Source: an optimization exercise on an open RTL-to-GDS flow (aim: small area, a short achievable clock period and few clock cycles per item). Production flows keep margins and buffers that such runs may drop. Power figures rest on the tool's default switching activity, not on a simulated workload.

run a:
Design Out_of_Order_divider, start of the top module:
module Out_of_Order_divider (clk, rst, start, memory_write_complete, dd_addr, dd_data, qr_we, qr_addr, qr_data);
Size: about 370 cells after synthesis, ~49 flip-flops, about 47 I/O pins, about 0.0031 sq mm of cells after synthesis.
==> flow/config.mk <==
export PLATFORM = sky130hd
export DESIGN_NAME = Out_of_Order_divider
export DESIGN_NICKNAME = Out_of_Order_divider
export VERILOG_FILES = /design/flow/design.v
export SDC_FILE = /design/flow/constraint.sdc
export NUM_CORES = 4
export LEC_CHECK = 0
export CAP_MARGIN = 20
export CORE_MARGIN = 2
export CORE_UTILIZATION = 40
export PLACE_DENSITY = 0.6
export SLEW_MARGIN = 20
==> flow/constraint.sdc <==
create_clock -name core_clock -period 6.0 [get_ports {clk}]
set_input_delay 1.2000 -clock core_clock [delete_from_list [all_inputs] [get_ports {clk}]]
set_output_delay 1.2000 -clock core_clock [all_outputs]
set_load 0.01 [all_outputs]
standard.sh (not shown) runs the stock make flow with config.mk's settings and CLKGATE_MAP_FILE= SYNTH_SCRIPT=/design/flow/synth_recipe.tcl, a recipe that flattens the netlist after the stock synthesis.
==> flow/flow/run.sh <==
#!/bin/bash
# The standard layout, with every input and output port buffered by a
# sky130_fd_sc_hd__buf_1 instead of the resizer's default choice.
set -euo pipefail
bash standard.sh BUFFER_PORTS_ARGS="-buffer_cell sky130_fd_sc_hd__buf_1" ADDER_MAP_FILE= finish > standard.log 2>&1
The following lists how run b was set up differently from run a:
diff --git a/flow/design.v b/flow/design.v
--- a/flow/design.v
+++ b/flow/design.v
@@ -128,34 +128,16 @@
 always @(posedge Clk) a_p2 <= aa7;
 reg [6:0] q_p2;
 always @(posedge Clk) q_p2 <= qq7;
 reg [7:0] d_p2;
 always @(posedge Clk) d_p2 <= d_p1;
 wire [7:0] x7 = {r_p2, a_p2[0:0]};
-wire [8:0] b_7;
-wire [7:0] df_7;
-assign b_7[0] = 1'b0;
-assign df_7[0] = x7[0] ^ d_p2[0] ^ b_7[0];
-assign b_7[1] = (~x7[0] & d_p2[0]) | (~(x7[0] ^ d_p2[0]) & b_7[0]);
-assign df_7[1] = x7[1] ^ d_p2[1] ^ b_7[1];
-assign b_7[2] = (~x7[1] & d_p2[1]) | (~(x7[1] ^ d_p2[1]) & b_7[1]);
-assign df_7[2] = x7[2] ^ d_p2[2] ^ b_7[2];
-assign b_7[3] = (~x7[2] & d_p2[2]) | (~(x7[2] ^ d_p2[2]) & b_7[2]);
-assign df_7[3] = x7[3] ^ d_p2[3] ^ b_7[3];
-assign b_7[4] = (~x7[3] & d_p2[3]) | (~(x7[3] ^ d_p2[3]) & b_7[3]);
-assign df_7[4] = x7[4] ^ d_p2[4] ^ b_7[4];
-assign b_7[5] = (~x7[4] & d_p2[4]) | (~(x7[4] ^ d_p2[4]) & b_7[4]);
-assign df_7[5] = x7[5] ^ d_p2[5] ^ b_7[5];
-assign b_7[6] = (~x7[5] & d_p2[5]) | (~(x7[5] ^ d_p2[5]) & b_7[5]);
-assign df_7[6] = x7[6] ^ d_p2[6] ^ b_7[6];
-assign b_7[7] = (~x7[6] & d_p2[6]) | (~(x7[6] ^ d_p2[6]) & b_7[6]);
-assign df_7[7] = x7[7] ^ d_p2[7] ^ b_7[7];
-assign b_7[8] = (~x7[7] & d_p2[7]) | (~(x7[7] ^ d_p2[7]) & b_7[7]);
-wire ge_7 = 1'b1 && !b_7[8];
-wire [7:0] r8 = ge_7 ? df_7 : x7;
-wire [7:0] qq8 = {q_p2, ge_7};
+wire ge_7_1 = 1'b1 && (x7 >= d_p2[7:0]);
+wire [7:0] df_7_1 = x7 - d_p2[7:0];
+wire [7:0] r8 = ge_7_1 ? df_7_1 : x7;
+wire [7:0] qq8 = {q_p2, ge_7_1};
 assign q_out = qq8;
 assign r_out = r8;
 endmodule
 `timescale 1 ns / 100 ps
 module Out_of_Order_divider (clk, rst, start, memory_write_complete, dd_addr, dd_data, qr_we, qr_addr, qr_data);
 input clk, rst, start;
## What came out
- Sort run a and run b by part of the total power dissipated in the clock network, ascending, and run b comes first.
- Per the comparison of run b with run a, per-instance average area after synthesis held steady, power dissipated by switching net loads rose about 3.3%, final core utilization saw an increase, leakage power figure higher.
No run of this note included a check of the RTL's function; only the layout flow was run.

==> port drivers added, routing unchanged <==
The flow's constraints put no driver on any port. The routed layouts listed below were extracted and timed again, unchanged, in two steps.
Step 1: set_driving_cell puts a clkbuf_16 on clk and a buf_2 on each other input, an assumption about the parent block.
Step 2, shift: input delay + t, output delay - t, t = (earliest + latest rising clock arrival at the registers) / 2. This alone moves slack from input paths to output paths.
a / b / c = ideal ports / drivers / drivers and shift; a / b = the first two.
| run | t (ns) | setup slack, ns | worst data-port slew with drivers (ns) | pins driven straight from the clock port |
|---|---|---|---|---|
| run a | 0.334 | 0.490 / 0.490 / 0.490 | 0.03 | 1 |
| run b | 0.331 | 0.288 / 0.288 / 0.288 | 0.04 | 1 |
After both steps setup and hold are still met in every run listed.
